Context: an optimization exercise on an open-source flow, tuned for small area and a short achievable clock period. The choices shown serve that exercise and are no tape-out recipe. In this exercise RTL edits were held to simulation tests only and were not proved equivalent to the original. In runs 1 to 8 the design's own scripts or RTL, not TritonCTS, make the clock network. The clock port is modelled as an ideal driver, which makes a skipped or thinned clock tree look cheaper than it is; a real chip needs a root buffer or a tree.

==> flow/design.v, too long to show whole: its modules and the start of the top module <==
// module bw_fa: 4 lines
// module bw_ha: 4 lines
// module bw_booth_enc: 12 lines
// module bw_xnor: 3 lines
// module bw_or: 3 lines
// module bw_fa1: 4 lines
// module baughWooleyArrayMultiplier: 2289 lines
// module mul32: 22 lines
module mul32 (
    input             clk,
    input      [31:0] a,
    input      [31:0] b,
    output reg [63:0] product
);
  // ...
==> flow/flow/run.sh <==
#!/bin/bash
export BUFFER_PORTS_ARGS="-buffer_cell sky130_fd_sc_hd__buf_2"
export CTS_ARGS="-sink_clustering_enable -repair_clock_nets -dont_use_dummy_load"
export POST_CTS_TCL="$PWD/flow/clock_inv.tcl"
export SETUP_SLACK_MARGIN=23.35
bash standard.sh > standard.log 2>&1
==> flow/flow/clock_inv.tcl <==
# Clock tree rework, run after CTS. CTS builds one root buffer that drives
# every leaf buffer across the die. Here the clock port instead drives up to
# four root inverters, one per quadrant of the leaves, and each leaf buffer
# becomes an inverter: every register's clock still passes through the same
# two stages (now inverting twice), keeping the tree balanced, with about
# half the insertion delay. Leaf clusters and flip-flops are left as CTS
# made them.
set root_cell sky130_fd_sc_hd__clkinv_16
set leaf_cell sky130_fd_sc_hd__clkinv_8
set block [ord::get_db_block]
set port_net [[$block findBTerm clk] getNet]
set roots {}
foreach it [$port_net getITerms] { lappend roots [$it getInst] }
if {[llength $roots] != 1} { error "clock_roots: expected one root buffer, found [llength $roots]" }
set root [lindex $roots 0]
set root_master [[$root getMaster] getName]
set root_out ""
foreach it [$root getITerms] {
  if {[$it isOutputSignal]} { set root_out [$it getNet] }
}
set leaves {}
foreach it [$root_out getITerms] {
  if {[$it isInputSignal]} { lappend leaves $it }
}
# every leaf must be a buffer whose output drives only flip-flop clock pins
foreach it $leaves {
  set li [$it getInst]
  if {![string match "*clkbuf*" [[$li getMaster] getName]]} { error "clock_roots: unexpected leaf [$li getName]" }
  foreach o [$li getITerms] {
    if {[$o isOutputSignal]} {
      foreach s [[$o getNet] getITerms] {
        if {[$s isInputSignal] && ![string match "*dfxtp*" [[[$s getInst] getMaster] getName]]} {
          error "clock_roots: leaf [$li getName] drives [[$s getInst] getName]"
        }
      }
    }
  }
}
puts "clock_roots: root [$root getName] ($root_master) drives [llength $leaves] pins"
# split the leaves at the median x, then each half at its median y
proc loc {it} {
  set b [[$it getInst] getBBox]
  return [list [expr {([$b xMin] + [$b xMax]) / 2}] [expr {([$b yMin] + [$b yMax]) / 2}]]
}
set pts {}
foreach it $leaves { lappend pts [concat [loc $it] [list $it]] }
set pts [lsort -integer -index 0 $pts]
set h [expr {[llength $pts] / 2}]
set groups {}
foreach half [list [lrange $pts 0 [expr {$h - 1}]] [lrange $pts $h end]] {
  set half [lsort -integer -index 1 $half]
  set q [expr {[llength $half] / 2}]
  lappend groups [lrange $half 0 [expr {$q - 1}]] [lrange $half $q end]
}
set n 0
foreach g $groups {
  if {[llength $g] == 0} continue
  set sx 0; set sy 0
  foreach p $g { incr sx [lindex $p 0]; incr sy [lindex $p 1] }
  set cx [expr {$sx / [llength $g]}]
  set cy [expr {$sy / [llength $g]}]
  set bname "clkroot_$n"
  set nname "clkroot_net_$n"
  set inst [odb::dbInst_create $block [[ord::get_db] findMaster $root_cell] $bname]
  set net [odb::dbNet_create $block $nname]
  $inst setLocation $cx $cy
  $inst setPlacementStatus PLACED
  $net setSigType CLOCK
  foreach p $g {
    set it [lindex $p 2]
    $it disconnect
    $it connect $net
  }
  foreach it [$inst getITerms] {
    if {[$it isOutputSignal]} { $it connect $net }
    if {[$it isInputSignal]} { $it connect $port_net }
  }
  puts "clock_roots: $bname at $cx $cy drives [llength $g] pins"
  incr n
}
# replace each leaf buffer by an inverter at the same place
set k 0
foreach it $leaves {
  set li [$it getInst]
  set in_net ""
  set out_net ""
  foreach t [$li getITerms] {
    if {[$t isInputSignal]} { set in_net [$t getNet] }
    if {[$t isOutputSignal]} { set out_net [$t getNet] }
  }
  set loc [$li getLocation]
  set ni [odb::dbInst_create $block [[ord::get_db] findMaster $leaf_cell] "clkleaf_$k"]
  $ni setLocation [lindex $loc 0] [lindex $loc 1]
  $ni setPlacementStatus PLACED
  odb::dbInst_destroy $li
  foreach t [$ni getITerms] {
    if {[$t isInputSignal]} { $t connect $in_net }
    if {[$t isOutputSignal]} { $t connect $out_net }
  }
  incr k
}
odb::dbInst_destroy $root
odb::dbNet_destroy $root_out
detailed_placement
check_placement
estimate_parasitics -placement
==> flow/standard.sh <==
#!/bin/bash
# synth_recipe.tcl (not shown) runs the flow's synth.tcl, then flattens the netlist and writes it again
# the make line also repeats each setting of config.mk as NAME=value (left out here)
make -C /OpenROAD-flow-scripts/flow DESIGN_CONFIG=/design/flow/config.mk WORK_HOME=/design/flow/orfs CLKGATE_MAP_FILE= SYNTH_SCRIPT=/design/flow/synth_recipe.tcl "${@:-finish}"
==> flow/config.mk <==
export PLATFORM = sky130hd
export DESIGN_NAME = mul32
export DESIGN_NICKNAME = mul32
export VERILOG_FILES = /design/flow/design.v
export SDC_FILE = /design/flow/constraint.sdc
export NUM_CORES = 4
export LEC_CHECK = 0
export ABC_AREA = 1
export CAP_MARGIN = 20
export CORE_MARGIN = 2
export CORE_UTILIZATION = 40
export SLEW_MARGIN = 20
export SYNTH_HIERARCHICAL = 1
export SYNTH_MINIMUM_KEEP_SIZE = 0
==> flow/constraint.sdc <==
create_clock -name core_clock -period 30.0 [get_ports {clk}]
set_input_delay 6.0000 -clock core_clock [delete_from_list [all_inputs] [get_ports {clk}]]
set_output_delay 6.0000 -clock core_clock [all_outputs]
set_load 0.01 [all_outputs]
==> metrics.md, run 1 <==
| Metric | Value |
|---|---|
| Hold slack | between 700 and 800 ps |
| Aggregate global routing overflow | 0 |
| FFs & Latches | between 100 and 150 |
| Compound-Gate Fraction of Synth Area | between 10% and 20% |
| Vias in the first global route | about 22,000 |
| Post-synthesis async set-or-reset flop share | 0% |
| Ys flop type | dfxtp_1 |
| Min-Delay Path Class | reg -> reg |
| Die height | roughly 250 um |
| Top-area cell type share of the netlist area | about two fifths |
| Post-synthesis simple-gate area fraction | under 10% |
| NumNets Final | around 3,000 |
| XOR/XNOR Fraction of Synth Area | 20.6% |
| Highest routing layer actually used | met5 |
| CP cell instances | buf_2 |
| Largest register by flop count | product |
| WL/cell | 26.2 um |
| Slew Viols, Final | 0 |
| DRC | 0 |
| Syn Nets | slightly above 3,000 |
| RSZ-0062 raised after global routing | no |
| Crit end category | output port |
| # rows | 90 |
| Post-synthesis cell area | approximately 24,000 um^2 |
| Post-synthesis mux area share | 0% |
| Post-synthesis cell count | 2,444 |
| Status | no timing/DRC/antenna violations |
| Multi-input combinational area share | between 70% and 80% |
| Antenna-violating nets left | 0 |
| Setup violations, final | 0 |
| Post-synth EDFFs | 0 |
| Post-DP Area | 25,400 um^2 |
| Final-report hold violation count | 0 |
| Top post-synthesis cells by count | xor2_1, o22ai_1, fa_1 |
| Sequential Area | between 2000 and 3000 um^2 |
| Full die area | approximately 63,000 um^2 |
| Max reg flops | 64 |
| Skew-Pair Late Insertion Delay | 170 ps |
| Final worst slack | roughly 23,000 ps |
==> run 2, diff against run 1 <==
--- a/flow/flow/run.sh
+++ b/flow/flow/run.sh
@@ -4,3 +4,3 @@
 export POST_CTS_TCL="$PWD/flow/clock_inv.tcl"
-export SETUP_SLACK_MARGIN=23.35
+export SETUP_SLACK_MARGIN=23.25
 bash standard.sh > standard.log 2>&1
==> metrics.md, run 2 <==
| Metric | Value |
|---|---|
| Status | no timing/DRC/antenna violations |
| RSZ-0062 raised after global routing | no |
| Antenna-violating nets left | 0 (unchanged) |
| Cell family with most CP delay | flip-flops |
| Total Neg Setup Slack | 0 ps |
| IO Port Bufs | 128 |
| DRC | 0 (unchanged) |
| Met2 WL post-DR | 38.6 mm |
| IO Pins | roughly 130 |
| GPL Wtd Cong | 0.870 |
| Placeable Area | slightly above 60,000 um^2 |
| Fin crit share | 22.0% |
| M1 WL | between 30 and 40 mm |
| All-Layer GR Usage | a little over a quarter |
| CP cell instances | buf_2 |
| FILL cells | between 5,000 and 6,000 |
| Worst-Margin Slew | 1020 ps |
| Vias/cell | 6.28 |
| WP buf/inv | 1 |
| CP max stage delay | between 300 and 400 ps |
| Via Count | slightly below 20,000 |
| Post-synth top area cell | fa_1 |
| Ys flop type | dfxtp_1 |
| Syn Nets | 3,069 (unchanged) |
| R2r endpoint | product[62]$_DFF_P_ |
| Post-synth EDFFs | 0 (unchanged) |
| Initial antenna violation count | 2 |
| Detailed Routing Iterations Pass 1 | 6 |
| Clock Skew | around 27 ps |
| Top-area cell type share of the netlist area | 38.1% (unchanged) |
| WP data required | about 24,000 ps |
| Initial Util | around two fifths |
| Drt total wl | roughly 82 mm |
| Num Clock Sinks | between 100 and 150 |
| Layout cells sized above 1 | between 10 and 15% |
| Post-synthesis cell count | 2,444 (unchanged) |
| Critical Path Start Type | flip-flop |
| Most frequent cell after synthesis | xor2_1 |
| Vias in the first global route | 21,700 (unchanged) |
| Synth warn | 7 |
| # rows | 90 (unchanged) |
| Commonest non-fill, non-tap cell in the layout | xor2_1 |
| Skew-Pair Late Insertion Delay | 170 ps (about the same) |
| R2r setup slk | 23,490 ps |
| #FFs+latches synth | about 140 |
| Crit path time final | 6600 ps |
| Hold Path Stages | 2 |
| Setup violations, final | 0 (unchanged) |
| Reg clk slew, reported paths | 60 ps |
| Commonest cells after routing, fill and taps aside | xor2_1, o22ai_1, fa_1 |
| Crit end category | output port |
| Layout overhead on the synthesized area | 6.32% |
| DP HPWL | slightly above 50 mm |
| Starting DRT DRC Count | roughly 2,200 |
| Ranking of synthesized cells by area | fa_1, xor2_1, o22ai_1 |
| WL/cell | 26.1 um (-0.19%) |
| Slew Viols, Final | 0 (unchanged) |
| Global-route wire length before repair | ~130 mm |
| Post-synthesis cell area | 24,400 um^2 (unchanged) |
| R2R Path Start | na_q[12]$_DFF_P_ |
| Final-report hold violation count | 0 (unchanged) |
| NumNets Final | 3,000 (unchanged) |
| Die height | 251 um (unchanged) |
| Largest register by flop count | product |
| Aggregate global routing overflow | 0 (unchanged) |
| Met3 wire len | 8.33 mm |
| Diode count | 0 |
| Hold endpoint | product[0]$_DFF_P_ |
| Highest clock rate | 0.151 GHz |
| Slew HR | between 30% and 40% |
| Post-synthesis async set-or-reset flop share | 0% (unchanged) |
| Crit path kind | reg -> out |
| Largest registers | product (64), na_q (32) |
| Syn avg cell area | 9.99 um^2 |
| Largest net degree at the start of global routing | 35 |
| Highest routing layer actually used | met5 |
| Arrival time at the worst endpoint | ~600 ps |
| Die width | roughly 250 um |
| Top post-synthesis cells by count | xor2_1, o22ai_1, fa_1 |
| Final core occ | 43.0% |
| Seq/Total Area, Yosys | between 10% and 20% |
| Min-Delay Startpoint | neg_q[0]$_DFF_P_ |
| Critical path fanouts, max | 1 |
| Netlist cell types | 36 |
| Worst path slowest cell | dfxtp_1 |
| Full die area | 63,000 um^2 (unchanged) |
| Max-cap violations | 0 |
| Max reg flops | 64 (unchanged) |
| Min-Delay Path Class | reg -> reg |
| Reg2Reg Depth | 20 |
## run 2: cell counts after synthesis
Identical to the previous run, type by type.
## run 2: worst register-to-register path: cells and delay by family (launching register included)
family                   cells  cell delay [ps]
AO/OA/AOI/OAI                2              290
XOR/XNOR                     1              200
adder cells (fa/ha/maj)      8             3680
buffers and inverters        1               40
flip-flops                   1              980
AND/OR/NAND/NOR              8             1220
## run 2: stage by stage
stage               instances  instance area [um^2]  hold WS, ps  setup WS, ps
global placement         3134                 25400          743         23430
floorplan                2444                 24400          548         23670
detailed placement       3134                 25400          744         23420
global route             3155                 26000          822         23270
finish                   3155                 26000          787         23400
## run 2: final cells by class
cell class | instances | area [um^2] | area share, %
inverter | 143 | 842 | 3.24
multi-input combinational | 1889 | 19900 | 76.6
sequential | 144 | 2980 | 11.5
tap | 782 | 978 | 3.77
timing repair buffer | 197 | 1270 | 4.90
## run 2: layer usage
| metal | track usage, % | up-vias |
|---|---|---|
| met3 | 5.92 | 408 |
| met4 | 15.6 | 2 |
| li1 | - | 8030 |
| met1 | 31.7 | 9908 |
| met2 | 42.6 | 1455 |
| met5 | 0 | - |
## run 2: per-module statistics from Yosys (local to each module, per instance), excerpt
module | cells | times used
bw_ha | 1 | 33
baughWooleyArrayMultiplier | 1685 | 1
bw_booth_enc | 108 | 1
bw_fa | 1 | 434
bw_xnor | 5 | 1
bw_or | 3 | 1
mul32 | 176 | 1
## run 2: cell families (layout without fill, tap and decap cells)
family                   Yosys count  count (layout)  synth area share (%)
AND/OR/NAND/NOR                  184             184                  3.20
flip-flops                       144             144                  11.8
AO/OA/AOI/OAI                    572             572                  14.7
buffers and inverters            411             340                  6.78
XOR/XNOR                         573             573                  20.6
adder cells (fa/ha/maj)          560             560                  43.0
## run 2: worst max path at each step
stage / end / slack, ps / from / depth (start not counted)
global placement: ntwo_q[9]$_DFF_P_ / 23430 / b[17] / 3
detailed placement: product[62]$_DFF_P_ / 23420 / none_q[8]$_DFF_P_ / 20
floorplan: product[0] / 23670 / product[0]$_DFF_P_ / 0
finish: product[7] / 23400 / product[7]$_DFF_P_ / 1
global route: product[59]$_DFF_P_ / 23270 / na_q[14]$_DFF_P_ / 20
==> run 3, diff against run 2 <==
--- a/flow/flow/run.sh
+++ b/flow/flow/run.sh
@@ -4,3 +4,2 @@
 export POST_CTS_TCL="$PWD/flow/clock_inv.tcl"
-export SETUP_SLACK_MARGIN=23.25
 bash standard.sh > standard.log 2>&1
==> metrics.md, run 3 <==
| Metric | Value |
|---|---|
| Ys flop type | dfxtp_1 |
| Seq/Total Area, Yosys | 11.8% (unchanged) |
| Hold endpoint | product[1]$_DFF_P_ |
| Num Clock Sinks | 144 (unchanged) |
| Final-report hold violation count | 0 (unchanged) |
| Reg clk slew, reported paths | 50 ps (about the same) |
| Min-Delay Startpoint | ntwo_q[0]$_DFF_P_ |
| Die width | 251 um (unchanged) |
| Sequential Area | 2950 um^2 (-1.0%) |
| DP HPWL | 51.8 mm (unchanged) |
| Die height | 251 um (unchanged) |
| Slew HR | 29.5% (-2.8 points) |
| Reg2Reg Depth | 18 (-10%) |
| Skew-Pair Late Insertion Delay | 170 ps (about the same) |
| Placeable Area | 60,400 um^2 (unchanged) |
| Syn avg cell area | 9.99 um^2 (unchanged) |
| IO Pins | 129 (unchanged) |
| Largest register by flop count | product |
| Layout cells sized above 1 | 12.7% (-0.67 points) |
| Via Count | 19,800 (-0.17%) |
| Starting DRT DRC Count | 2,082 (-6.3%) |
| Post-synthesis cell count | 2,444 (unchanged) |
| Global-route wire length before repair | 127 mm (about the same) |
| Top-area cell type share of the netlist area | 38.1% (unchanged) |
| Hold Path Stages | 3 (+1) |
| #FFs+latches synth | 144 (unchanged) |
| Vias in the first global route | 21,700 (-0.078%) |
| FILL cells | 5,814 (+0.28%) |
| Post-synthesis async set-or-reset flop share | 0% (unchanged) |
| Initial antenna violation count | 2 (unchanged) |
| Arrival time at the worst endpoint | 6760 ps (+6160 ps) |
| WP data required | 30,040 ps (+6040 ps) |
| Largest net degree at the start of global routing | 35 (unchanged) |
| Clock Skew | 25.3 ps (-1.69 ps) |
| Slew Viols, Final | 0 (unchanged) |
| Netlist cell types | 36 (unchanged) |
| DRC | 0 (unchanged) |
| Drt total wl | 82.2 mm (-0.23%) |
| Max reg flops | 64 (unchanged) |
| Total Neg Setup Slack | 0 ps (unchanged) |
| Full die area | 63,000 um^2 (unchanged) |
| Layout overhead on the synthesized area | 5.67% |
| Setup violations, final | 0 (unchanged) |
| Syn Nets | 3,069 (unchanged) |
| Synth warn | 7 (unchanged) |
| Post-synth EDFFs | 0 (unchanged) |
| Max-cap violations | 0 (unchanged) |
| R2r setup slk | 23,280 ps (-210 ps) |
| Top post-synthesis cells by count | xor2_1, o22ai_1, fa_1 |
| Highest clock rate | 0.149 GHz (-1.8%) |
| # rows | 90 (unchanged) |
| Critical Path Start Type | flip-flop |
| Status | no timing/DRC/antenna violations |
| Fin crit share | 22.4% (+0.41 points) |
| Crit path kind | reg -> reg |
| Detailed Routing Iterations Pass 1 | 6 (unchanged) |
| Aggregate global routing overflow | 0 (unchanged) |
| Commonest non-fill, non-tap cell in the layout | xor2_1 |
| R2r endpoint | product[57]$_DFF_P_ |
| RSZ-0062 raised after global routing | no |
| R2R Path Start | ntwo_q[8]$_DFF_P_ |
| Vias/cell | 6.27 (-0.13%) |
| NumNets Final | 2,999 (-0.033%) |
| Post-synthesis cell area | 24,400 um^2 (unchanged) |
| Post-route cell area | 25,800 um^2 (-0.61%) |
| IO Port Bufs | 128 (unchanged) |
| Worst-Margin Slew | 1060 ps (+41.3 ps) |
| Largest registers | product (64), na_q (32) |
| Area of the multi-input gates | 19,900 um^2 (about the same) |
| Antenna-violating nets left | 0 (unchanged) |
| Post-DP Area | 25,400 um^2 (unchanged) |
| All-Layer GR Usage | 26.1% (about the same) |
| Hold slack | 759 ps (-27.5 ps) |
| Ranking of synthesized cells by area | fa_1, xor2_1, o22ai_1 |
| Initial Util | 40.5% (unchanged) |
| Critical path fanouts, max | 32 (+31) |
| Crit end category | flip-flop |
| WL/cell | 26.1 um (-0.20%) |
| Post-synth top area cell | fa_1 |
| Most frequent cell after synthesis | xor2_1 |
| Crit path time final | 6720 ps (+123 ps) |
| GPL Wtd Cong | 0.870 (unchanged) |
| Min-Delay Path Class | reg -> reg |
| Commonest cells after routing, fill and taps aside | xor2_1, o22ai_1, fa_1 |
| Diode count | 0 (unchanged) |
-- run 3: cell types whose count changed in the layout (fill, tap and decap cells not counted), moves of 3 or more --
cell,delta
buf_4,+3
buf_6,-15
buf_8,-3
dfxtp_1,+14
buf_2,+14
dfxtp_2,-9
dfxtp_4,-5
-- run 3: modules after synthesis, one instance, submodules excluded, a selection --
module / flops+latches / times used / cell area (um^2)
bw_ha: 0 / 33 / 12.5
bw_booth_enc: 0 / 1 / 559
bw_xnor: 0 / 1 / 18.8
bw_or: 0 / 1 / 11.3
baughWooleyArrayMultiplier: 0 / 1 / 11700
mul32: 144 / 1 / 3000
bw_fa: 0 / 434 / 20.0
-- run 3: worst max-delay path by stage --
stage                             from                   to
finish               ntwo_q[8]$_DFF_P_  product[57]$_DFF_P_
global route         ntwo_q[8]$_DFF_P_  product[57]$_DFF_P_
detailed placement   none_q[8]$_DFF_P_  product[62]$_DFF_P_
global placement                 b[17]    ntwo_q[9]$_DFF_P_
floorplan           product[0]$_DFF_P_           product[0]
-- run 3: worst max-delay path, cell delays in order, from the launching register on --
cell and delay (ps):
dfxtp_2 1020, o22ai_1 230, xor2_1 210, fa_1 430, fa_1 560, fa_1 460, fa_1 440, fa_1 520
fa_1 430, ha_1 360, nand4_1 330, nor4_1 390, nand2_2 90, nand2_2 120, nand2_1 70, nand2_1 170
inv_1 110, fa_1 380, xnor2_1 270
-- run 3: cell families after synthesis --
logic type / share of synthesized area (%)
DFF: 11.8
xor gates and xnor gates: 20.6
buffers and inverters: 6.78
AOI/OAI and AO/OA: 14.7
and+or+nand+nor: 3.20
adders and majority gates: 43.0
-- run 3: layout make-up --
cell class                      instances  share of cell area (%)
Multi-Input combinational cell       1889                    77.1
Sequential cell                       144                    11.4
Timing Repair Buffer                  196                    4.46
Tap cell                              782                    3.79
Inverter                              143                    3.26
-- run 3: routing by layer --
| metal | GRT usage (%) | part of all wire [%] |
|---|---|---|
| met5 | 0 | 0.016 |
| met1 | 31.7 | 37 |
| met3 | 5.89 | 9.8 |
| met2 | 42.6 | 47 |
| met4 | 15.7 | 6.5 |
-- run 3: through the flow --
stage	setup WS [ps]	std cells	utilization, %
after floorplan	23670	2444	-
after global placement	23430	3134	42.1
after detailed placement	23420	3134	42.1
after global routing	23110	3154	42.8
final	23280	3154	42.8
==> run 4, diff against run 3 <==
--- a/flow/flow/run.sh
+++ b/flow/flow/run.sh
@@ -4,2 +4,3 @@
 export POST_CTS_TCL="$PWD/flow/clock_inv.tcl"
+export SETUP_SLACK_MARGIN=23.30
 bash standard.sh > standard.log 2>&1
==> metrics.md, run 4 <==
| Metric | Value |
|---|---|
| Status | no timing/DRC/antenna violations |
| Vias in the first global route | 21,700 (+0.078%) |
| Die height | 251 um (unchanged) |
| Critical path fanouts, max | 1 (-97%) |
| CP max stage delay | 310 ps (-710 ps) |
| Drt total wl | 82.3 mm (about the same) |
| Commonest cells after routing, fill and taps aside | xor2_1, o22ai_1, fa_1 |
| Initial Util | 40.5% (unchanged) |
| Worst path slowest cell | dfxtp_1 |
| CP cell instances | buf_2 |
| Non-filler cells, final | 3,155 (+0.032%) |
| Top-area cell type share of the netlist area | 38.1% (unchanged) |
| Max reg flops | 64 (unchanged) |
| Max-cap violations | 0 (unchanged) |
| Commonest non-fill, non-tap cell in the layout | xor2_1 |
| Antenna-violating nets left | 0 (unchanged) |
| Cell family with most CP delay | flip-flops |
| WP buf/inv | 1 (unchanged) |
| Placeable Area | 60,400 um^2 (unchanged) |
| Initial antenna violation count | 2 (unchanged) |
| Ys flop type | dfxtp_1 |
| Worst-Margin Slew | 969 ps (-88.2 ps) |
| WL/cell | 26.1 um (about the same) |
| R2R Path Start | na_q[9]$_DFF_P_ |
| All-Layer GR Usage | 26.1% (about the same) |
| Post-synth EDFFs | 0 (unchanged) |
| # rows | 90 (unchanged) |
| Largest net degree at the start of global routing | 35 (unchanged) |
| Critical Path Start Type | flip-flop |
| Diode count | 0 (unchanged) |
| Fin crit share | 22.0% (-0.41 points) |
| DRC | 0 (unchanged) |
| Critical Path Source | product[62]$_DFF_P_ |
| Min-Delay Startpoint | neg_q[0]$_DFF_P_ |
| # placed instances | 3,134 (unchanged) |
| Seq/Total Area, Yosys | 11.8% (unchanged) |
| Largest register by flop count | product |
| Crit path time final | 6600 ps (-123 ps) |
| Post-synthesis async set-or-reset flop share | 0% (unchanged) |
| Via Count | 19,800 (+0.26%) |
| Crit end category | output port |
| Syn avg cell area | 9.99 um^2 (unchanged) |
| RSZ-0062 raised after global routing | no |
| Synth warn | 7 (unchanged) |
| Global-route wire length before repair | 127 mm (about the same) |
| Ranking of synthesized cells by area | fa_1, xor2_1, o22ai_1 |
| Skew-Pair Late Insertion Delay | 170 ps (about the same) |
| FILL cells | 5,797 (-0.29%) |
| CP Depth | 1 (-17) |
| R2r setup slk | 23,560 ps (+280 ps) |
| Post-synth top area cell | fa_1 |
| Setup violations, final | 0 (unchanged) |
| Final worst slack | 23,400 ps (+123 ps) |
| Syn Nets | 3,069 (unchanged) |
| Highest clock rate | 0.152 GHz (+1.9%) |
| IO Pins | 129 (unchanged) |
| WP data required | 24,000 ps (-6040 ps) |
| Aggregate global routing overflow | 0 (unchanged) |
| DP HPWL | 51.8 mm (unchanged) |
| Full die area | 63,000 um^2 (unchanged) |
| Top post-synthesis cells by count | xor2_1, o22ai_1, fa_1 |
| Sequential Area | 2990 um^2 (+1.3%) |
| R2r endpoint | product[57]$_DFF_P_ |
| GPL Wtd Cong | 0.870 (unchanged) |
| Critical Path Sink | product[62] |
| Post-synthesis cell area | 24,400 um^2 (unchanged) |
| Slew Viols, Final | 0 (unchanged) |
| Area of the multi-input gates | 19,900 um^2 (about the same) |
| Detailed Routing Iterations Pass 1 | 6 (unchanged) |
| Worst slack at placement | 23,420 ps (unchanged) |
| Die width | 251 um (unchanged) |
| Starting DRT DRC Count | 2,188 (+5.1%) |
| Layout overhead on the synthesized area | 6.35% |
| NumNets Final | 3,000 (+0.033%) |
| IO Port Bufs | 128 (unchanged) |
| Num Clock Sinks | 144 (unchanged) |
| Layout cells sized above 1 | 13.4% (+0.67 points) |
| Vias/cell | 6.28 (+0.23%) |
| Largest registers | product (64), na_q (32) |
| Reg2Reg Depth | 18 (unchanged) |
| Min-Delay Path Class | reg -> reg |
| #FFs+latches synth | 144 (unchanged) |
| Final-report hold violation count | 0 (unchanged) |
| Arrival time at the worst endpoint | 600 ps (-6160 ps) |
| Clock Skew | 26.5 ps (+1.21 ps) |
| Reg clk slew, reported paths | 50 ps (about the same) |
| Total Neg Setup Slack | 0 ps (unchanged) |
| Netlist cell types | 36 (unchanged) |
| Post-synthesis cell count | 2,444 (unchanged) |
| Most frequent cell after synthesis | xor2_1 |
| Crit path kind | reg -> out |
| Slew HR | 35.4% (+5.9 points) |
run 4: cell counts after synthesis:
No cell type changed its count.
run 4: modules after synthesis, one instance, submodules excluded, a selection:
module	area, um^2	cells
baughWooleyArrayMultiplier	11700	1685
bw_booth_enc	559	108
bw_fa	20.0	1
bw_ha	12.5	1
bw_or	11.3	3
bw_xnor	18.8	5
mul32	3000	176
run 4: worst min-delay path by stage:
stage | endpoint | slack [ps] | cells after the start
3_3_place_gp | product[1]$_DFF_P_ | 740 | 3
3_5_place_dp | product[1]$_DFF_P_ | 740 | 3
2_1_floorplan | product[0]$_DFF_P_ | 550 | 2
6_report | product[0]$_DFF_P_ | 790 | 2
5_1_grt | product[0]$_DFF_P_ | 820 | 2
run 4: kinds of logic (layout without fill, tap and decap cells):
group	Yosys count	count (layout)	synth area share [%]
xor gates and xnor gates	573	573	20.6
DFF	144	144	11.8
buffers and inverters	411	340	6.78
AOI/OAI and AO/OA	572	572	14.7
adders and majority gates	560	560	43.0
and+or+nand+nor	184	184	3.20
run 4: per-stage QoR:
step / hold WS, ps / area (um^2) / utilization [%]
6_report: 792 / 26000 / 43.0
5_1_grt: 822 / 26000 / 43.0
3_5_place_dp: 744 / 25400 / 42.1
3_3_place_gp: 743 / 25400 / 42.1
2_1_floorplan: 548 / 24400 / -
run 4: area by class of cell:
cell class	count	share of cell area (%)
flip-flops and latches	144	11.5
well taps	782	3.77
repair buffers	197	4.90
multi-input cells	1889	76.6
inverters	143	3.24
run 4: routing by layer:
layer / up-vias / track usage [%] / wire, um
met5: - / 0 / 13
met4: 2 / 15.6 / 5370
met3: 399 / 5.92 / 8270
met2: 1491 / 42.6 / 38500
met1: 9899 / 31.7 / 30100
li1: 8030 / - / -
==> run 5, diff against run 4 <==
--- a/flow/flow/run.sh
+++ b/flow/flow/run.sh
@@ -5,2 +5,3 @@
 export SETUP_SLACK_MARGIN=23.30
+export POST_GLOBAL_PLACE_TCL="$PWD/flow/keep_outputs.tcl"
 bash standard.sh > standard.log 2>&1
==> flow/flow/keep_outputs.tcl (new file) <==
set block [ord::get_db_block]
set n 0
foreach bt [$block getBTerms] {
  if {[$bt getIoType] != "OUTPUT"} continue
  foreach it [[$bt getNet] getITerms] {
    if {[$it isOutputSignal]} {
      [$it getInst] setDoNotTouch 1
      incr n
    }
  }
}
puts "keep_outputs: $n output buffers marked dont_touch"
==> metrics.md, run 5 <==
| Metric | Value |
|---|---|
| Max reg flops | 64 (unchanged) |
| Skew-Pair Late Insertion Delay | 170 ps (about the same) |
| Full die area | 63,000 um^2 (unchanged) |
| Post-synthesis async set-or-reset flop share | 0% (unchanged) |
| Die height | 251 um (unchanged) |
| Ys flop type | dfxtp_1 |
| Highest clock rate | 0.151 GHz (-0.17%) |
| #FFs+latches synth | 144 (unchanged) |
| Sequential Area | 2980 um^2 (-0.17%) |
| Aggregate global routing overflow | 0 (unchanged) |
| Post-DP Area | 25,400 um^2 (unchanged) |
| Num Clock Sinks | 144 (unchanged) |
| Initial antenna violation count | 2 (unchanged) |
| Final-report hold violation count | 0 (unchanged) |
| Post-synthesis cell count | 2,444 (unchanged) |
| Crit path time final | 6610 ps (+10.9 ps) |
| DRC | 0 (unchanged) |
| WP buf/inv | 1 (unchanged) |
| Via Count | 19,800 (-0.0050%) |
| Layout overhead on the synthesized area | 5.97% |
| Final core occ | 42.9% (-0.15 points) |
| Largest register by flop count | product |
| Final worst slack | 23,390 ps (-10.9 ps) |
| Antenna-violating nets left | 0 (unchanged) |
| Vias/cell | 6.28 (about the same) |
| All-Layer GR Usage | 26.1% (about the same) |
| Worst path slowest cell | dfxtp_2 |
| Netlist cell types | 36 (unchanged) |
| Detailed Routing Iterations Pass 1 | 6 (unchanged) |
| Reg clk slew, reported paths | 60 ps (about the same) |
| CP max stage delay | 310 ps (about the same) |
| Clock Skew | 26.8 ps (+0.277 ps) |
| Vias in the first global route | 21,700 (-0.078%) |
| WL/cell | 26.1 um (+0.19%) |
| Worst-Margin Slew | 982 ps (+13.0 ps) |
| Starting DRT DRC Count | 2,305 (+5.3%) |
| Max-cap violations | 0 (unchanged) |
| Most frequent cell after synthesis | xor2_1 |
| Die width | 251 um (unchanged) |
| CP cell instances | buf_2 |
| Diode count | 0 (unchanged) |
| Commonest cells after routing, fill and taps aside | xor2_1, o22ai_1, fa_1 |
| # placed instances | 3,134 (unchanged) |
| Critical path fanouts, max | 1 (unchanged) |
| DP HPWL | 51.8 mm (unchanged) |
| Total Neg Setup Slack | 0 ps (unchanged) |
| # rows | 90 (unchanged) |
| Non-filler cells, final | 3,155 (unchanged) |
| Ranking of synthesized cells by area | fa_1, xor2_1, o22ai_1 |
| Worst slack at placement | 23,420 ps (unchanged) |
| Status | no timing/DRC/antenna violations |
| Post-synthesis cell area | 24,400 um^2 (unchanged) |
| IO Pins | 129 (unchanged) |
| Setup violations, final | 0 (unchanged) |
| RSZ-0062 raised after global routing | no |
| Top post-synthesis cells by count | xor2_1, o22ai_1, fa_1 |
| Slew Viols, Final | 0 (unchanged) |
| Seq/Total Area, Yosys | 11.8% (unchanged) |
| Arrival time at the worst endpoint | 610 ps (about the same) |
| Post-synth EDFFs | 0 (unchanged) |
| Largest registers | product (64), na_q (32) |
| Drt total wl | 82.4 mm (+0.19%) |
| Crit path kind | reg -> out |
| IO Port Bufs | 128 (unchanged) |
| Top-area cell type share of the netlist area | 38.1% (unchanged) |
| FILL cells | 5,803 (+0.10%) |
| NumNets Final | 3,000 (unchanged) |
| WP data required | 24,000 ps (about the same) |
| Initial Util | 40.5% (unchanged) |
| Min-Delay Path Class | reg -> reg |
| Post-route cell area | 25,900 um^2 (-0.36%) |
| Layout cells sized above 1 | 13.2% (-0.17 points) |
| Post-synth top area cell | fa_1 |
| Area of the multi-input gates | 19,900 um^2 (unchanged) |
| Syn Nets | 3,069 (unchanged) |
| Synth warn | 7 (unchanged) |
| Commonest non-fill, non-tap cell in the layout | xor2_1 |
| Global-route wire length before repair | 127 mm (about the same) |
| Fin crit share | 22.0% (+0.036 points) |
| Placeable Area | 60,400 um^2 (unchanged) |
| Hold slack | 787 ps (-5.45 ps) |
| Syn avg cell area | 9.99 um^2 (unchanged) |
| Cell family with most CP delay | flip-flops |
| Critical Path Start Type | flip-flop |
| Slew HR | 34.5% (-0.87 points) |
| Crit end category | output port |
| Largest net degree at the start of global routing | 35 (unchanged) |
==> run 5: modules after synthesis, one instance, submodules excluded, excerpt <==
module / copies in the design / flops+latches / cells inside
baughWooleyArrayMultiplier: 1 / 0 / 1685
bw_booth_enc: 1 / 0 / 108
bw_fa: 434 / 0 / 1
bw_ha: 33 / 0 / 1
bw_or: 1 / 0 / 3
bw_xnor: 1 / 0 / 5
mul32: 1 / 144 / 176
==> run 5: worst paths after layout <==
kind	from	endpoint	slack, ps	depth (start not counted)
worst max register to register	na_q[10]$_DFF_P_	product[62]$_DFF_P_	23570	20
worst min-delay path	neg_q[0]$_DFF_P_	product[0]$_DFF_P_	790	2
worst max-delay path	product[43]$_DFF_P_	product[43]	23390	1
worst min register to register	neg_q[0]$_DFF_P_	product[0]$_DFF_P_	790	2
==> run 5: cell families (layout without fill, tap and decap cells) <==
logic type      Yosys count  count (layout)  share of synthesized area, %
fa+ha+maj               560             560                          43.0
xor+xnor                573             573                          20.6
compound gates          572             572                          14.7
buf+inv                 411             340                          6.78
simple gates            184             184                          3.20
flops                   144             144                          11.8
==> run 5: final cells by class <==
cell class              instances  share of cell area, %
multi-input cells            1889                   76.9
inverters                     143                   3.25
well taps                     782                   3.78
repair buffers                197                   4.58
flip-flops and latches        144                   11.5
==> run 5: layer usage <==
layer | GRT usage [%] | wire, um
met3 | 5.89 | 8580
met1 | 31.7 | 29900
met4 | 15.7 | 5380
met2 | 42.6 | 38600
met5 | 0 | 13
==> run 6, diff against run 5 <==
--- a/flow/flow/clock_inv.tcl
+++ b/flow/flow/clock_inv.tcl
@@ -8,3 +8,3 @@
 set root_cell sky130_fd_sc_hd__clkinv_16
-set leaf_cell sky130_fd_sc_hd__clkinv_8
+set leaf_cell sky130_fd_sc_hd__clkinv_4
 set block [ord::get_db_block]
==> metrics.md, run 6 <==
| Metric | Value |
|---|---|
| Status | no timing/DRC/antenna violations |
| Syn Nets | 3,069 (unchanged) |
| Critical Path Start Type | flip-flop |
| Ys flop type | dfxtp_1 |
| Max reg flops | 64 (unchanged) |
| Layout cells sized above 1 | 13.2% (unchanged) |
| Crit path time final | 6620 ps (+8.50 ps) |
| Worst-Margin Slew | 972 ps (-10.6 ps) |
| Arrival time at the worst endpoint | 620 ps (about the same) |
| Detailed Routing Iterations Pass 1 | 8 (+2) |
| IO Port Bufs | 128 (unchanged) |
| Initial antenna violation count | 2 (unchanged) |
| Clock Skew | 36.4 ps (+9.58 ps) |
| # rows | 90 (unchanged) |
| Setup violations, final | 0 (unchanged) |
| Final worst slack | 23,380 ps (-8.50 ps) |
| Via Count | 19,800 (-0.34%) |
| CP max stage delay | 320 ps (about the same) |
| Syn avg cell area | 9.99 um^2 (unchanged) |
| Crit end category | output port |
| Num Clock Sinks | 144 (unchanged) |
| #FFs+latches synth | 144 (unchanged) |
| Initial Util | 40.5% (unchanged) |
| WP buf/inv | 1 (unchanged) |
| Ranking of synthesized cells by area | fa_1, xor2_1, o22ai_1 |
| Die width | 251 um (unchanged) |
| Most frequent cell after synthesis | xor2_1 |
| Global-route wire length before repair | 127 mm (about the same) |
| WP data required | 24,000 ps (about the same) |
| Crit path kind | reg -> out |
| Die height | 251 um (unchanged) |
| Highest clock rate | 0.151 GHz (-0.13%) |
| Antenna-violating nets left | 0 (unchanged) |
| Compound-Gate Fraction of Synth Area | 14.7% (unchanged) |
| Placeable Area | 60,400 um^2 (unchanged) |
| Worst slack at placement | 23,420 ps (unchanged) |
| Synth warn | 7 (unchanged) |
| Vias/cell | 6.26 (-0.34%) |
| WL/cell | 26.1 um (about the same) |
| Full die area | 63,000 um^2 (unchanged) |
| IO Pins | 129 (unchanged) |
| Starting DRT DRC Count | 2,219 (-3.7%) |
| Post-synthesis async set-or-reset flop share | 0% (unchanged) |
| Post-synthesis simple-gate area fraction | 3.20% (unchanged) |
| CP cell instances | buf_2 |
| R2r setup slk | 23,540 ps (-30 ps) |
| Diode count | 0 (unchanged) |
| Slew HR | 35.2% (+0.71 points) |
| Hold slack | 800 ps (+13.8 ps) |
| Drt total wl | 82.4 mm (about the same) |
| Final-report hold violation count | 0 (unchanged) |
| Largest register by flop count | product |
| Slew Viols, Final | 0 (unchanged) |
| Post-synthesis cell count | 2,444 (unchanged) |
| Post-synthesis cell area | 24,400 um^2 (unchanged) |
| XOR/XNOR Fraction of Synth Area | 20.6% (unchanged) |
| Aggregate global routing overflow | 0 (unchanged) |
| Skew-Pair Late Insertion Delay | 160 ps (about the same) |
| Vias in the first global route | 21,700 (unchanged) |
| RSZ-0062 raised after global routing | no |
| Cell family with most CP delay | flip-flops |
| Post-synth top area cell | fa_1 |
| Min-Delay Path Class | reg -> reg |
| Netlist cell types | 36 (unchanged) |
| Largest family of logic cells by synthesized area | adder cells |
| Max-cap violations | 0 (unchanged) |
| Post-synthesis mux area share | 0% (unchanged) |
| Fin crit share | 22.1% (+0.028 points) |
| NumNets Final | 3,000 (unchanged) |
| Commonest non-fill, non-tap cell in the layout | xor2_1 |
| FILL cells | 5,808 (+0.086%) |
| Commonest cells after routing, fill and taps aside | xor2_1, o22ai_1, fa_1 |
| Adder-Cell Fraction of Synth Area | 43.0% (unchanged) |
| Reg clk slew, reported paths | 90 ps (+30 ps) |
| Largest net degree at the start of global routing | 35 (unchanged) |
| Worst path slowest cell | dfxtp_2 |
| Top-area cell type share of the netlist area | 38.1% (unchanged) |
| Largest registers | product (64), na_q (32) |
| All-Layer GR Usage | 26.1% (about the same) |
| DP HPWL | 51.8 mm (unchanged) |
| Top post-synthesis cells by count | xor2_1, o22ai_1, fa_1 |
| Total Neg Setup Slack | 0 ps (unchanged) |
| Layout overhead on the synthesized area | 5.48% |
| Post-synth EDFFs | 0 (unchanged) |
| Critical path fanouts, max | 1 (unchanged) |
| DRC | 0 (unchanged) |
| Seq/Total Area, Yosys | 11.8% (unchanged) |
run 6: cells by family (layout without fill, tap and decap cells):
logic type	count (synthesis)	in the layout
simple gates	184	184
fa+ha+maj	560	560
xor+xnor	573	573
buf+inv	411	340
compound gates	572	572
flops	144	144
run 6: tightest hold or removal path, stage by stage, from the launching register on:
cell and delay, ps:
dfxtp_2 320, buf_6 220, xnor2_1 190
run 6: metrics by stage:
stage                     std cells  utilization (%)  instance area, um^2
after global routing           3155             42.7                25800
after detailed placement       3134             42.1                25400
after global placement         3134             42.1                25400
after floorplan                2444                -                24400
final                          3155             42.7                25800
run 6: layer usage:
metal	global-route usage (%)	vias to the layer above	wire length [um]
li1	-	8026	-
met1	31.7	9873	30100
met2	42.6	1454	38500
met3	5.89	398	8440
met4	15.7	2	5340
met5	0	-	13
run 6: cell type report:
| cell class | instances | area, um^2 | share of cell area [%] |
|---|---|---|---|
| multi-input combinational | 1889 | 19900 | 77.2 |
| sequential | 144 | 2980 | 11.6 |
| timing repair buffer | 197 | 1180 | 4.60 |
| tap | 782 | 978 | 3.80 |
| inverter | 143 | 722 | 2.80 |
run 6: final timing paths:
kind / startpoint / to / cells after the start
setup / recovery: product[43]$_DFF_P_ / product[43] / 1
hold / removal: neg_q[0]$_DFF_P_ / product[0]$_DFF_P_ / 2
setup reg to reg: na_q[10]$_DFF_P_ / product[57]$_DFF_P_ / 18
hold reg to reg: neg_q[0]$_DFF_P_ / product[0]$_DFF_P_ / 2
run 6: modules after synthesis (local to each module, per instance), a selection:
module / cells / area, um^2 / copies in the design / flops+latches
baughWooleyArrayMultiplier: 1685 / 11700 / 1 / 0
bw_booth_enc: 108 / 559 / 1 / 0
bw_fa: 1 / 20.0 / 434 / 0
bw_ha: 1 / 12.5 / 33 / 0
bw_or: 3 / 11.3 / 1 / 0
bw_xnor: 5 / 18.8 / 1 / 0
mul32: 176 / 3000 / 1 / 144
==> run 7, diff against run 6 <==
--- a/flow/config.mk
+++ b/flow/config.mk
@@ -7,3 +7,3 @@
 export LEC_CHECK = 0
-export ABC_AREA = 1
+export ABC_AREA = 0
 export CAP_MARGIN = 20
==> metrics.md, run 7 <==
| Metric | Value |
|---|---|
| Status | no timing/DRC/antenna violations |
| Worst path slowest cell | dfxtp_2 |
| Initial antenna violation count | 1 (-1) |
| Diode count | 0 (unchanged) |
| Reg2Reg Depth | 21 (+3) |
| Slew HR | 46.6% (+11 points) |
| Worst-Margin Slew | 801 ps (-171 ps) |
| # rows | 90 (unchanged) |
| CP max stage delay | 330 ps (about the same) |
| RSZ-0062 raised after global routing | no |
| Ys flop type | dfxtp_1 |
| Seq/Total Area, Yosys | 11.9% (+0.14 points) |
| Total Neg Setup Slack | 0 ps (unchanged) |
| Full die area | 62,300 um^2 (-1.2%) |
| Post-synth top area cell | fa_1 |
| WP buf/inv | 1 (unchanged) |
| Min-Delay Startpoint | neg_q[0]$_DFF_P_ |
| Critical path fanouts, max | 1 (unchanged) |
| Starting DRT DRC Count | 2,379 (+7.2%) |
| Highest clock rate | 0.151 GHz (+0.13%) |
| Layout cells sized above 1 | 14.3% (+1.0 points) |
| Synth warn | 7 (unchanged) |
| Post-synthesis cell count | 2,341 (-4.2%) |
| Antenna-violating nets left | 0 (unchanged) |
| Placeable Area | 60,000 um^2 (-0.56%) |
| IO Port Bufs | 128 (unchanged) |
| Top-area cell type share of the netlist area | 38.6% (+0.46 points) |
| R2R Path Start | ntwo_q[0]$_DFF_P_ |
| Ranking of synthesized cells by area | fa_1, xor2_1, o22ai_1 |
| All-Layer GR Usage | 27.1% (+0.97 points) |
| Max-cap violations | 0 (unchanged) |
| Crit path kind | reg -> out |
| R2r endpoint | product[62]$_DFF_P_ |
| Largest net degree at the start of global routing | 35 (unchanged) |
| Layout overhead on the synthesized area | 9.56% |
| Setup violations, final | 0 (unchanged) |
| Aggregate global routing overflow | 0 (unchanged) |
| WL/cell | 28.3 um (+8.2%) |
| Skew-Pair Late Insertion Delay | 150 ps (about the same) |
| Post-synth EDFFs | 0 (unchanged) |
| Reg clk slew, reported paths | 90 ps (about the same) |
| Die height | 250 um (-0.59%) |
| Cell family with most CP delay | flip-flops |
| Largest registers | product (64), na_q (32) |
| Slew Viols, Final | 0 (unchanged) |
| R2r setup slk | 23,440 ps (-100 ps) |
| # placed instances | 3,027 (-3.4%) |
| Post-synthesis async set-or-reset flop share | 0% (unchanged) |
| Post-synthesis cell area | 24,100 um^2 (-1.2%) |
| Most frequent cell after synthesis | xor2_1 |
| Syn Nets | 2,966 (-3.4%) |
| Commonest cells after routing, fill and taps aside | xor2_1, o22ai_1, fa_1 |
| Vias/cell | 6.41 (+2.3%) |
| Crit path time final | 6610 ps (-8.70 ps) |
| Die width | 250 um (-0.59%) |
| Drt total wl | 87.0 mm (+5.6%) |
| Initial Util | 40.2% (-0.26 points) |
| Via Count | 19,700 (-0.12%) |
| Global-route wire length before repair | 129 mm (+1.9%) |
| Detailed Routing Iterations Pass 1 | 8 (unchanged) |
| Post-route cell area | 26,400 um^2 (+2.6%) |
| Netlist cell types | 45 (+25%) |
| WP data required | 24,000 ps (about the same) |
| CP cell instances | buf_2 |
| Top post-synthesis cells by count | xor2_1, o22ai_1, fa_1 |
| Min-Delay Path Class | reg -> reg |
| DRC | 0 (unchanged) |
| Crit end category | output port |
| Final-report hold violation count | 0 (unchanged) |
| Num Clock Sinks | 144 (unchanged) |
| Largest register by flop count | product |
| Fin crit share | 22.0% (-0.029 points) |
| Final core occ | 44.0% (+1.4 points) |
| Non-filler cells, final | 3,079 (-2.4%) |
| Syn avg cell area | 10.3 um^2 (+3.2%) |
| Arrival time at the worst endpoint | 610 ps (about the same) |
| Commonest non-fill, non-tap cell in the layout | xor2_1 |
| Hold endpoint | product[0]$_DFF_P_ |
| NumNets Final | 2,924 (-2.5%) |
| Vias in the first global route | 21,100 (-2.8%) |
| Clock Skew | 45.1 ps (+8.71 ps) |
| DP HPWL | 52.1 mm (+0.65%) |
| Hold Path Stages | 2 (unchanged) |
| Max reg flops | 64 (unchanged) |
| Post-DP Area | 25,100 um^2 (-1.2%) |
| IO Pins | 129 (unchanged) |
| Critical Path Start Type | flip-flop |
| #FFs+latches synth | 144 (unchanged) |
==> run 7: cell types whose count changed after synthesis, sizes merged, moves of 9 or more <==
cell   previous run  this run
a21o              8        22
xnor2            28        38
nand3            12         3
inv             123        69
a21oi            35        56
nand2           132        18
xor2            545       536
and3b             0        15
==> run 7: area by class of cell <==
type / count / area, um^2
Tap cell: 782 / 978
Multi-Input combinational cell: 1840 / 19900
Fill cell: 5620 / 33600
Inverter: 89 / 519
Sequential cell: 144 / 3000
Timing Repair Buffer: 224 / 1990
==> run 7: Yosys stat by module (local to each module, per instance), excerpt <==
module	cells inside	copies in the design	flip-flops and latches
bw_xnor	1	1	0
bw_ha	1	33	0
bw_booth_enc	78	1	0
mul32	176	1	144
bw_or	1	1	0
baughWooleyArrayMultiplier	1618	1	0
bw_fa	1	434	0
==> run 7: cells by family after synthesis <==
group,synth area share [%]
AND/OR/NAND/NOR,2.06
AO/OA/AOI/OAI,15.8
buffers and inverters,5.80
flip-flops,11.9
adder cells (fa/ha/maj),43.5
XOR/XNOR,20.8
==> run 7: how the worst max path moves through the flow <==
stage                                   start                   to  slack, ps  cells after the start
final                     product[62]$_DFF_P_          product[62]      23390                      1
after global routing         na_q[18]$_DFF_P_  product[55]$_DFF_P_      23270                     21
after detailed placement     na_q[25]$_DFF_P_  product[55]$_DFF_P_      22870                     21
after global placement      ntwo_q[3]$_DFF_P_  product[62]$_DFF_P_      22690                     20
after floorplan              neg_q[4]$_DFF_P_  product[55]$_DFF_P_      23600                     21
==> run 7: through the flow <==
step | hold WS [ps] | worst slack, ps
after global placement | 868 | 22690
after global routing | 843 | 23270
after floorplan | 548 | 23600
after detailed placement | 857 | 22870
final | 826 | 23390
==> run 7: metal layers <==
layer	routed length, um	share of wire, %	global-route usage [%]	vias to the layer above
met5	20	0.023	0	-
met4	5510	6.3	14.3	2
met3	10000	12	6.64	389
met2	39500	45	43.2	1512
met1	31900	37	34.1	9932
li1	-	-	-	7895
==> run 8, diff against run 7 <==
--- a/flow/flow/clock_inv.tcl
+++ b/flow/flow/clock_inv.tcl
@@ -8,3 +8,3 @@
 set root_cell sky130_fd_sc_hd__clkinv_16
-set leaf_cell sky130_fd_sc_hd__clkinv_4
+set leaf_cell sky130_fd_sc_hd__clkinv_8
 set block [ord::get_db_block]
--- a/flow/config.mk
+++ b/flow/config.mk
@@ -7,7 +7,7 @@
 export LEC_CHECK = 0
-export ABC_AREA = 0
-export CAP_MARGIN = 20
+export ABC_AREA = 1
+export CAP_MARGIN = 5
 export CORE_MARGIN = 2
 export CORE_UTILIZATION = 40
-export SLEW_MARGIN = 20
+export SLEW_MARGIN = 5
 export SYNTH_HIERARCHICAL = 1
==> metrics.md, run 8 <==
| Metric | Value |
|---|---|
| Status | no timing/DRC/antenna violations |
| Total Neg Setup Slack | 0 ps (unchanged) |
| Detailed Routing Iterations Pass 1 | 6 (-2) |
| CP max stage delay | 310 ps (-20 ps) |
| Critical Path Start Type | flip-flop |
| XOR/XNOR Fraction of Synth Area | 20.6% (-0.28 points) |
| Clock Skew | 26.8 ps (-18.3 ps) |
| Reg clk slew, reported paths | 60 ps (-30 ps) |
| Top post-synthesis cells by count | xor2_1, o22ai_1, fa_1 |
| Placeable Area | 60,400 um^2 (+0.56%) |
| Sequential Area | 2980 um^2 (-0.67%) |
| NumNets Final | 3,000 (+2.6%) |
| Post-synthesis simple-gate area fraction | 3.20% (+1.1 points) |
| # rows | 90 (unchanged) |
| Fin crit share | 22.0% (about the same) |
| WP buf/inv | 1 (unchanged) |
| Arrival time at the worst endpoint | 610 ps (about the same) |
| Skew-Pair Late Insertion Delay | 170 ps (+20 ps) |
| Die height | 251 um (+0.59%) |
| Worst-Margin Slew | 982 ps (+181 ps) |
| RSZ-0062 raised after global routing | no |
| CP cell instances | buf_2 |
| Area of the multi-input gates | 19,900 um^2 (-0.25%) |
| # placed instances | 3,134 (+3.5%) |
| Most frequent cell after synthesis | xor2_1 |
| Via Count | 19,800 (+0.46%) |
| Non-filler cells, final | 3,155 (+2.5%) |
| Critical path fanouts, max | 1 (unchanged) |
| Hold slack | 787 ps (-39.7 ps) |
| Worst path slowest cell | dfxtp_2 |
| Slew HR | 34.5% (-12 points) |
| Vias in the first global route | 21,700 (+2.9%) |
| DRC | 0 (unchanged) |
| Post-synth EDFFs | 0 (unchanged) |
| Commonest cells after routing, fill and taps aside | xor2_1, o22ai_1, fa_1 |
| Largest register by flop count | product |
| IO Pins | 129 (unchanged) |
| Min-Delay Path Class | reg -> reg |
| Ranking of synthesized cells by area | fa_1, xor2_1, o22ai_1 |
| Layout cells sized above 1 | 13.2% (-1.0 points) |
| Cell family with most CP delay | flip-flops |
| Largest registers | product (64), na_q (32) |
| FILL cells | 5,803 (+3.3%) |
| Synth warn | 7 (unchanged) |
| Diode count | 0 (unchanged) |
| Crit path time final | 6610 ps (+0.200 ps) |
| Vias/cell | 6.28 (-2.0%) |
| Seq/Total Area, Yosys | 11.8% (-0.14 points) |
| Drt total wl | 82.4 mm (-5.3%) |
| Final core occ | 42.9% (-1.2 points) |
| Initial antenna violation count | 2 (+1) |
| Adder-Cell Fraction of Synth Area | 43.0% (-0.52 points) |
| Full die area | 63,000 um^2 (+1.2%) |
| All-Layer GR Usage | 26.1% (-0.96 points) |
| Syn Nets | 3,069 (+3.5%) |
| Antenna-violating nets left | 0 (unchanged) |
| Max-cap violations | 0 (unchanged) |
| Netlist cell types | 36 (-20%) |
| DP HPWL | 51.8 mm (-0.65%) |
| Aggregate global routing overflow | 0 (unchanged) |
| Post-route cell area | 25,900 um^2 (-2.1%) |
| Largest family of logic cells by synthesized area | adder cells |
| WP data required | 24,000 ps (about the same) |
| Initial Util | 40.5% (+0.26 points) |
| Num Clock Sinks | 144 (unchanged) |
| Crit path kind | reg -> out |
| Highest clock rate | 0.151 GHz (about the same) |
| Die width | 251 um (+0.59%) |
| R2r setup slk | 23,570 ps (+130 ps) |
| Ys flop type | dfxtp_1 |
| Starting DRT DRC Count | 2,305 (-3.1%) |
| Post-synth top area cell | fa_1 |
| Commonest non-fill, non-tap cell in the layout | xor2_1 |
| Post-synthesis async set-or-reset flop share | 0% (unchanged) |
| Setup violations, final | 0 (unchanged) |
| Post-synthesis cell area | 24,400 um^2 (+1.2%) |
| Compound-Gate Fraction of Synth Area | 14.7% (-1.2 points) |
| #FFs+latches synth | 144 (unchanged) |
| Global-route wire length before repair | 127 mm (-1.9%) |
| Crit end category | output port |
| Max reg flops | 64 (unchanged) |
| Syn avg cell area | 9.99 um^2 (-3.1%) |
| Layout overhead on the synthesized area | 5.97% |
| Post-DP Area | 25,400 um^2 (+1.2%) |
| Slew Viols, Final | 0 (unchanged) |
| IO Port Bufs | 128 (unchanged) |
| Top-area cell type share of the netlist area | 38.1% (-0.46 points) |
| Post-synthesis cell count | 2,444 (+4.4%) |
| Post-synthesis mux area share | 0% (unchanged) |
| Largest net degree at the start of global routing | 35 (unchanged) |
| WL/cell | 26.1 um (-7.5%) |
| Final-report hold violation count | 0 (unchanged) |
[run 8: changes by cell type after synthesis, sizes merged, moves of 9 or more]
cell   previous run  this run
nand2            18       132
inv              69       123
a21oi            56        35
and3b            15         0
a21o             22         8
xnor2            38        28
nand3             3        12
xor2            536       545
[run 8: per-module statistics from Yosys (local to each module, per instance), excerpt]
module                      area (um^2)  flops+latches  cells  times used
mul32                              3000            144    176           1
bw_xnor                            18.8              0      5           1
baughWooleyArrayMultiplier        11700              0   1685           1
bw_or                              11.3              0      3           1
bw_ha                              12.5              0      1          33
bw_booth_enc                        559              0    108           1
bw_fa                              20.0              0      1         434
[run 8: logic make-up after synthesis]
family	Yosys count
compound gates	572
xor+xnor	573
fa+ha+maj	560
buf+inv	411
flops	144
simple gates	184
[run 8: worst min-delay path, delay by kind of cell (launching register included)]
kind / cells / cell delay (ps)
flip-flops: 1 / 310
buffers and inverters: 1 / 220
XOR/XNOR: 1 / 190
[run 8: metrics by stage]
stage / worst slack [ps]
after floorplan: 23670
after global placement: 23430
after detailed placement: 23420
after global routing: 23330
final: 23390
[run 8: worst paths after layout]
path,start,endpoint,cells after the start
max,product[43]$_DFF_P_,product[43],1
min,neg_q[0]$_DFF_P_,product[0]$_DFF_P_,2
max reg2reg,na_q[10]$_DFF_P_,product[62]$_DFF_P_,20
min reg2reg,neg_q[0]$_DFF_P_,product[0]$_DFF_P_,2
[run 8: final cells by class]
class	count	area share [%]
Sequential cell	144	11.5
Multi-Input combinational cell	1889	76.9
Inverter	143	3.25
Timing Repair Buffer	197	4.58
Tap cell	782	3.78
[run 8: layer usage]
layer	track usage (%)	vias up	share of wire, %
met4	15.7	2	6.5
met1	31.7	9941	36
met5	0	-	0.016
met2	42.6	1437	47
li1	-	8036	-
met3	5.89	404	10
==> run 9, diff against run 8 <==
==> flow/flow/keep_outputs.tcl (replaced) <==
set block [ord::get_db_block]
set n 0
foreach bt [$block getBTerms] {
  if {[$bt getIoType] != "OUTPUT"} continue
  set net [$bt getNet]
  foreach it [$net getITerms] {
    if {![$it isOutputSignal]} continue
    set buf [$it getInst]
    $buf setDoNotTouch 1
    incr n
    foreach bi [$buf getITerms] {
      if {![$bi isInputSignal]} continue
      foreach d [[$bi getNet] getITerms] {
        if {[$d isOutputSignal] && [[[$d getInst] getMaster] isSequential]} {
          [$d getInst] setDoNotTouch 1
          incr n
        }
      }
    }
  }
}
puts "keep_outputs: $n cells marked dont_touch"
--- a/flow/config.mk
+++ b/flow/config.mk
@@ -8,6 +8,6 @@
 export ABC_AREA = 1
-export CAP_MARGIN = 5
+export CAP_MARGIN = 20
 export CORE_MARGIN = 2
 export CORE_UTILIZATION = 40
-export SLEW_MARGIN = 5
+export SLEW_MARGIN = 20
 export SYNTH_HIERARCHICAL = 1
==> metrics.md, run 9 <==
| Metric | Value |
|---|---|
| Top-area cell type share of the netlist area | 38.1% (unchanged) |
| Synth warn | 7 (unchanged) |
| Worst slack at placement | 23,420 ps (unchanged) |
| Most frequent cell after synthesis | xor2_1 |
| Initial Util | 40.5% (unchanged) |
| Ys flop type | dfxtp_1 |
| Last stage | clock tree synthesis |
| Seq/Total Area, Yosys | 11.8% (unchanged) |
| Syn Nets | 3,069 (unchanged) |
| IO Pins | 129 (unchanged) |
| Post-synthesis cell area | 24,400 um^2 (unchanged) |
| Adder-Cell Fraction of Synth Area | 43.0% (unchanged) |
| Post-synthesis simple-gate area fraction | 3.20% (unchanged) |
| Die width | 251 um (unchanged) |
| Post-synthesis mux area share | 0% (unchanged) |
| Ranking of synthesized cells by area | fa_1, xor2_1, o22ai_1 |
| Post-synthesis async set-or-reset flop share | 0% (unchanged) |
| Compound-Gate Fraction of Synth Area | 14.7% (unchanged) |
| Largest family of logic cells by synthesized area | adder cells |
| # placed instances | 3,134 (unchanged) |
| XOR/XNOR Fraction of Synth Area | 20.6% (unchanged) |
| Syn avg cell area | 9.99 um^2 (unchanged) |
| Die height | 251 um (unchanged) |
| Post-synth EDFFs | 0 (unchanged) |
| IO Port Bufs | 128 (unchanged) |
| #FFs+latches synth | 144 (unchanged) |
| Run Error | [ERROR ODB-0370] Attempt to disconnect term CLK of dont_touch instance product\[9\]$_DFF_P_ |
| Num Clock Sinks | 144 (unchanged) |
| DP HPWL | 51.8 mm (unchanged) |
| Top post-synthesis cells by count | xor2_1, o22ai_1, fa_1 |
| # rows | 90 (unchanged) |
| Post-synthesis cell count | 2,444 (unchanged) |
| Netlist cell types | 36 (unchanged) |
| Status | aborted with a tool error |
| Post-synth top area cell | fa_1 |
## run 9: cell counts after synthesis
Identical to the previous run, type by type.
## run 9: through the flow
step	cell area, um^2	util, %
after detailed placement	25400	42.1
after global placement	25400	42.1
after floorplan	24400	-
## run 9: cells by family after synthesis
kind of cell | after synthesis
xor gates and xnor gates | 573
AOI/OAI and AO/OA | 572
adders and majority gates | 560
buffers and inverters | 411
and+or+nand+nor | 184
DFF | 144
## run 9: worst max path at each step
stage,endpoint,startpoint,cells after the start
floorplan,product[0],product[0]$_DFF_P_,0
global placement,ntwo_q[9]$_DFF_P_,b[17],3
detailed placement,product[62]$_DFF_P_,none_q[8]$_DFF_P_,20
## run 9: Yosys stat by module (local to each module, per instance), a selection
module | copies in the design | flip-flops and latches | cell area, um^2
baughWooleyArrayMultiplier | 1 | 0 | 11700
mul32 | 1 | 144 | 3000
bw_booth_enc | 1 | 0 | 559
bw_fa | 434 | 0 | 20.0
bw_xnor | 1 | 0 | 18.8
bw_ha | 33 | 0 | 12.5
bw_or | 1 | 0 | 11.3

afterwards: timing with drivers on the ports:
The results above use ideal ports. As a check the final layouts listed here were re-extracted and re-timed, cells and wires unchanged. Step 1 sets driving cells, clkbuf_16 on the clock port and buf_2 on the other inputs (assumed; they add their load-dependent delay and slew). Step 2 times the ports against the registers' clock, not the clock port: input delays grow and output delays shrink by t, the midpoint of the rising clock arrivals with the driver on. a / b / c = ideal ports / drivers / drivers and shift; a / b = the first two.
| run | shift t [ns] | setup WS [ns] | hold WS [ns] | pins driven straight from the clock port |
|---|---|---|---|---|
| run 1 | 0.405 | 23.401 / 23.145 / 23.474 | 0.793 / 0.794 / 0.794 | 4 |
| run 2 | 0.406 | 23.399 / 23.144 / 23.475 | 0.787 / 0.788 / 0.788 | 4 |
| run 3 | 0.405 | 23.276 / 23.135 / 23.275 | 0.759 / 0.761 / 0.761 | 4 |
| run 4 | 0.404 | 23.400 / 23.147 / 23.478 | 0.792 / 0.793 / 0.793 | 4 |
| run 5 | 0.404 | 23.389 / 23.134 / 23.478 | 0.787 / 0.787 / 0.787 | 4 |
| run 6 | 0.386 | 23.380 / 23.136 / 23.480 | 0.800 / 0.801 / 0.801 | 4 |
| run 7 | 0.373 | 23.389 / 23.145 / 23.421 | 0.826 / 0.827 / 0.827 | 4 |
| run 8 | 0.404 | 23.389 / 23.134 / 23.478 | 0.787 / 0.787 / 0.787 | 4 |
After both steps setup and hold are still met in every run listed. For run 3, which loses most, drivers alone change the setup slack by -0.141 ns; drivers and shift together by -0.001 ns.
